From an optimization exercise on the open Yosys and OpenROAD flow, aimed at small area, a short achievable clock period and few clock cycles; shortcuts taken in it are not production practice.
In this exercise RTL edits were held to simulation tests only and were not proved equivalent to the original.

Setup of run A:
Design softmax, start of the top module:
module softmax #(parameter
	ARITH_TYPE = 1,
	DATA_WIDTH = 32,
	INTEGER = 10,
	FRACTION = 22,
    E=8,
    M=23 )
    (
input  wire                  clk,
input  wire                  reset,
input  wire                  softmax_enable,
input  wire [DATA_WIDTH-1:0] in1,
input  wire [DATA_WIDTH-1:0] in2,
input  wire [DATA_WIDTH-1:0] in3,
input  wire [DATA_WIDTH-1:0] in4,
input  wire [DATA_WIDTH-1:0] max_input,
output wire [DATA_WIDTH-1:0] softmax_out_1,
output wire [DATA_WIDTH-1:0] softmax_out_2,
output wire [DATA_WIDTH-1:0] softmax_out_3,
output wire [DATA_WIDTH-1:0] softmax_out_4,
output reg                   softmax_output_ready
    );
localparam [3:0] LAST = 4'd6;
reg [3:0] cnt;    
always @(posedge clk or posedge reset) begin
    if (reset) begin
        cnt <= 4'd0;
        softmax_output_ready <= 1'b0;
    end else begin
        if (softmax_enable)
            cnt <= 4'd1;
        else if (cnt != 4'd0 && cnt != LAST)
            cnt <= cnt + 4'd1;
        else
            cnt <= 4'd0;
        softmax_output_ready <= (cnt == LAST);
    end
end
reg [30:0] xin;
always @(*) begin
    case (cnt[1:0])
    2'd0: xin = in1[30:0];
    2'd1: xin = in2[30:0];
    2'd2: xin = in3[30:0];
    default: xin = in4[30:0];
    endcase
end
  ...
export LEC_CHECK = 0
export ABC_AREA = 1
export CAP_MARGIN = 20
export CORE_MARGIN = 2
export CORE_UTILIZATION = 40
export PLACE_DENSITY = 0.6
export SLEW_MARGIN = 20
export SYNTH_HIERARCHICAL = 1
export SYNTH_MINIMUM_KEEP_SIZE = 0
create_clock -name core_clock -period 15.0 [get_ports {clk}]
standard.sh (not shown) runs the stock make flow with config.mk's settings and CLKGATE_MAP_FILE= SYNTH_SCRIPT=/design/flow/synth_recipe.tcl, a recipe that flattens the netlist after the stock synthesis.
==> flow/flow/run.sh <==
#!/bin/bash
# Layout flow: the standard ORFS flow (standard.sh, unchanged) with two
# settings passed on to make:
#  - BUFFER_PORTS_ARGS: every input and output port still gets its buffer, a
#    buf_1 (the smallest buffer) instead of the cell buffer_ports picks.
# make's full output goes to flow_make.log; ORFS keeps each step's log under
# orfs/logs.
set -euo pipefail
MARGIN=$(cat flow/margin.txt)
bash standard.sh "SETUP_SLACK_MARGIN=$MARGIN" \
  "BUFFER_PORTS_ARGS=-buffer_cell sky130_fd_sc_hd__buf_1" finish > flow_make.log 2>&1
==> flow/flow/margin.txt <==
10
Run A: PASS, flow complete, no timing, DRC or antenna violations
Testbench counts of run A, summed over its fixed seeds: cycles 16,808.
Setup changes, run A to run B
==> flow/flow/margin.txt <==
8
Results
- Pre-CTS setup slack: run B better than run A
- Register-to-register slack in run B is 1.00 ns below run A.
- Top layer reached by signal wires: met4 -> run A, met5 -> run B
- Per the comparison of run B with run A, buffer count excluding the clock tree in the final layout saw a decrease, area after detailed placement now smaller.
#### Input delta (run C over run B)
==> flow/flow/margin.txt <==
9
--- outcome ---
Run C vs run B: wire length of the first global-routing pass up in run C. Between run C and run B, it is run C whose combined flip-flop and latch cell area is higher, by about 1.5%. Run C vs run B: detailed route wirelength on metal3 up by more than 10%. Re final worst-path setup slack: run C and run B aren't equal, and the higher value belongs to run C. Shortest period the worst path allows down 0.72 ns in run C wrt run B.
For run D, these inputs were changed with respect to run C:
Settings: CORE_UTILIZATION changed from 40 to 60; PLACE_DENSITY changed from 0.6 to 0.75.
==> flow/flow/margin.txt <==
10
## What came out
Going from run C to run D, met2 track utilization from global routing grew by 19 points, combined buffer and inverter count along the critical path moved down, wire length of the first global-routing pass up 2.3%. Met1 demand-to-capacity share in global routing: higher on run D. Taking run C as the reference point, the worst setup slack of run D falls by 0.36 ns. Run D vs. run C: final core utilization shows an increase of 27 points; total number of tap cells now smaller; aggregate routed wire length up about 15%; non-clock buffer count increased by 144 relative to the old numbers; post-route fraction of the period consumed by the critical path has increased.


softmax, a different RTL version from the one above (not shown whole).
For scale: about 230 flip-flops, ~290 I/O pins.
clock: 15.0 ns
lec_check: 0
abc_area: 1
cap_margin: 20
core_margin: 2
core_utilization: 30
place_density: 0.5
slew_margin: 20
synth_hierarchical: 1
synth_minimum_keep_size: 0
==> flow/flow/margin.txt <==
9
Scripts as last shown in full above: flow/flow/run.sh
The first run ran to the end with no violations.
Testbench counts at the start, summed over its fixed seeds: cycles 16,808.
==> next run, changes <==
==> flow/flow/margin.txt (replaced) <==
8.5
--- a/flow/config.mk
+++ b/flow/config.mk
@@ -11,2 +11,2 @@
-export CORE_UTILIZATION = 30
-export PLACE_DENSITY = 0.5
+export CORE_UTILIZATION = 40
+export PLACE_DENSITY = 0.6
After rerunning:
- fmax went down by 6.4%
- cell count is lower by 9.1%
- die area came out lower by 25%
- via count went down by 1.7%
==> next run, changes <==
==> flow/flow/margin.txt (replaced) <==
9.5
=>
- cell area increases by about 8%
- setup slack gets better by 0.50 ns
- critical path depth falls by 1
- via count climbs by about 5.6%
- clock skew came out lower by 0.0086 ns
- wire length goes up by about 7%
- core utilization rose by 3.4 points
- count of clock-buffer cells in the layout rose by 2
- global-route usage came out higher by 1.2 points
==> next run, changes <==
==> flow/flow/margin.txt (replaced) <==
9
--- a/flow/config.mk
+++ b/flow/config.mk
@@ -8 +7,0 @@
-export ABC_AREA = 1
The new run went through all stages and came out clean.
Non-clock buffer count is lower by 13.
Via count is higher by 14%.
Cell count rises by about 6.5%.
Cell area grows by 9.6%.
First-iteration DRC count went up by about 50%.
Routed wire length goes up by about 10%.
Worst setup slack gets worse by 1.1 ns.
Die area increases by 12%.


softmax, a different RTL version from the one above (not shown whole).
For scale: roughly 4,000 cells after synthesis, roughly 230 flip-flops.
==> flow/design.v (excerpt) <==
module softmax #(parameter
	ARITH_TYPE = 1,
	DATA_WIDTH = 32,
	INTEGER = 10,
	FRACTION = 22,
    E=8,
    M=23 )
    (
input  wire                  clk,
input  wire                  reset,
input  wire                  softmax_enable,
input  wire [DATA_WIDTH-1:0] in1,
input  wire [DATA_WIDTH-1:0] in2,
input  wire [DATA_WIDTH-1:0] in3,
input  wire [DATA_WIDTH-1:0] in4,
input  wire [DATA_WIDTH-1:0] max_input,
output wire [DATA_WIDTH-1:0] softmax_out_1,
output wire [DATA_WIDTH-1:0] softmax_out_2,
output wire [DATA_WIDTH-1:0] softmax_out_3,
output wire [DATA_WIDTH-1:0] softmax_out_4,
output reg                   softmax_output_ready
    );
==> flow/config.mk <==
export PLATFORM = sky130hd
export DESIGN_NAME = softmax
export DESIGN_NICKNAME = softmax
export VERILOG_FILES = /design/flow/design.v
export SDC_FILE = /design/flow/constraint.sdc
export NUM_CORES = 4
export LEC_CHECK = 0
export ABC_AREA = 1
export CAP_MARGIN = 20
export CORE_MARGIN = 2
export CORE_UTILIZATION = 40
export CTS_BUF_LIST = sky130_fd_sc_hd__clkbuf_4 sky130_fd_sc_hd__clkbuf_8
export PLACE_DENSITY = 0.6
export SLEW_MARGIN = 20
export SYNTH_HIERARCHICAL = 1
export SYNTH_MINIMUM_KEEP_SIZE = 0
==> flow/constraint.sdc <==
create_clock -name core_clock -period 15.0 [get_ports {clk}]
set_input_delay 3.0000 -clock core_clock [delete_from_list [all_inputs] [get_ports {clk}]]
set_output_delay 3.0000 -clock core_clock [all_outputs]
set_load 0.01 [all_outputs]
==> flow/flow/margin.txt <==
9
Scripts as last shown in full above: flow/flow/run.sh
Testbench counts at the start, summed over its fixed seeds: cycles 16,808.
Rerun with:
CTS_BUF_LIST = default   (was sky130_fd_sc_hd__clkbuf_4 sky130_fd_sc_hd__clkbuf_8)
Effect: Worst setup slack gains 47 ps; first-iteration DRC count goes up by 6.0%; flip-flop and latch count does not change; synthesized cell count does not change; global-route usage stays flat.


JK:
softmax, a different RTL version from the one above (not shown whole).
Size in the first run: about 4100 cells after synthesis, about 270 flip-flops, about 290 I/O pins, about 0.036 sq mm of cells after synthesis.
clock: 15.0 ns
lec_check: 0
cap_margin: 20
core_margin: 2
core_utilization: 40
place_density: 0.6
slew_margin: 20
run.sh (not shown) runs the stock make flow with config.mk's settings and CLKGATE_MAP_FILE= SYNTH_SCRIPT=/design/flow/synth_recipe.tcl, a recipe that flattens the netlist after the stock synthesis.
Stock flow here: none of the scripts above is used.
Testbench counts of JK, summed over its fixed seeds: cycles 16,808.
Setup changes, JK to MS
Settings: putting ABC_AREA at 1 where nothing was set.
MS vs JK — arrival time at the worst endpoint dropped 1.03 ns.
Higher die area was reported by MS, not JK.
JK vs MS, cell with the largest stage delay on the worst path: dfxtp_1 vs clkinv_1
JK → MS: sequential cell area share fell 0.51 points; effective utilization at floorplan fell by 0.23 points; synthesized-area fraction occupied by xor and xnor cells now sits lower; synthesized area per cell has decreased.


Starting RTL as in the previous note.
## softmax
module softmax #(parameter
	ARITH_TYPE = 1,
	DATA_WIDTH = 32,
	INTEGER = 10,
	FRACTION = 22,
    E=8,
    M=23 )
    (
input  wire                  clk,
input  wire                  reset,
input  wire                  softmax_enable,
input  wire [DATA_WIDTH-1:0] in1,
input  wire [DATA_WIDTH-1:0] in2,
input  wire [DATA_WIDTH-1:0] in3,
input  wire [DATA_WIDTH-1:0] in4,
input  wire [DATA_WIDTH-1:0] max_input,
output wire [DATA_WIDTH-1:0] softmax_out_1,
output wire [DATA_WIDTH-1:0] softmax_out_2,
output wire [DATA_WIDTH-1:0] softmax_out_3,
output wire [DATA_WIDTH-1:0] softmax_out_4,
output reg                   softmax_output_ready
    );
export LEC_CHECK = 0
export ABC_AREA = 1
export CAP_MARGIN = 20
export CORE_MARGIN = 2
export CORE_UTILIZATION = 40
export PLACE_DENSITY = 0.6
export SLEW_MARGIN = 20
create_clock -name core_clock -period 15.0 [get_ports {clk}]
standard.sh (not shown) runs the stock make flow with config.mk's settings and CLKGATE_MAP_FILE= SYNTH_SCRIPT=/design/flow/synth_recipe.tcl, a recipe that flattens the netlist after the stock synthesis.
==> flow/flow/run.sh <==
#!/bin/bash
# Layout flow: the standard ORFS flow, unchanged, with its timing repair
# asked to leave extra setup slack (the design is signed off at the design's
# clock period as usual; the margin only makes repair_timing work harder on
# the critical register-to-register paths).
set -euo pipefail
MARGIN=$(cat flow/margin.txt 2>/dev/null || echo 8)
bash standard.sh SETUP_SLACK_MARGIN=$MARGIN finish > flow_make.log 2>&1
==> flow/flow/margin.txt <==
10
Testbench counts at the start, summed over its fixed seeds: cycles 16,808.
Next try:
==> flow/flow/margin.txt (replaced) <==
8
The new run finished clean.
Design area falls by 4.5%.
Via count is lower by 2.4%.

-- static timing again, ports no longer ideal --
How much do the figures lean on ideal ports? The routed layouts below were timed once more, with nothing changed but the port constraints. Step 1: set_driving_cell puts a clkbuf_16 on clk and a buf_2 on each other input, an assumption about the parent block. Step 2 moves the port delays by t, midway between the first and last clock arrival at a register: inputs arrive t later, outputs are due t later. That takes back most of the time a late clock gives input paths. Slacks: no drivers / after step 1 / after step 2; pairs: no drivers / after step 1.
run | shift t [ns] | setup WS [ns] | worst hold slack (ns)
run A | 0.649 | 9.381 / 9.381 / 9.381 | 0.327 / 0.327 / 0.327
run B | 0.635 | 8.380 / 8.380 / 8.380 | 0.325 / 0.325 / 0.325
run C | 0.637 | 9.097 / 9.097 / 9.097 | 0.325 / 0.325 / 0.325
run D | 0.627 | 8.737 / 8.737 / 8.737 | 0.326 / 0.326 / 0.326
the first run of note 2 | 0.649 | 9.198 / 9.198 / 9.056 | 0.327 / 0.327 / 0.327
the second run of note 2 | 0.631 | 8.800 / 8.800 / 8.800 | 0.326 / 0.326 / 0.326
the third run of note 2 | 0.632 | 9.304 / 9.304 / 9.059 | 0.324 / 0.324 / 0.324
the fourth run of note 2 | 0.641 | 8.229 / 8.229 / 8.229 | 0.326 / 0.326 / 0.326
the first run of note 3 | 0.653 | 9.154 / 9.154 / 9.154 | 0.311 / 0.311 / 0.311
the second run of note 3 | 0.629 | 9.201 / 9.201 / 9.201 | 0.325 / 0.325 / 0.325
JK | 0.629 | 6.934 / 6.934 / 6.934 | 0.343 / 0.343 / 0.343
MS | 0.659 | 7.963 / 7.963 / 7.963 | 0.347 / 0.347 / 0.347
the first run of note 5 | 0.653 | 9.163 / 9.163 / 9.163 | 0.347 / 0.347 / 0.347
the second run of note 5 | 0.655 | 8.320 / 8.320 / 8.320 | 0.347 / 0.347 / 0.347
After both steps every run listed still meets setup and hold. For the third run of note 2, which loses most, drivers alone change the setup slack by 0.000 ns; drivers and shift together by -0.245 ns.
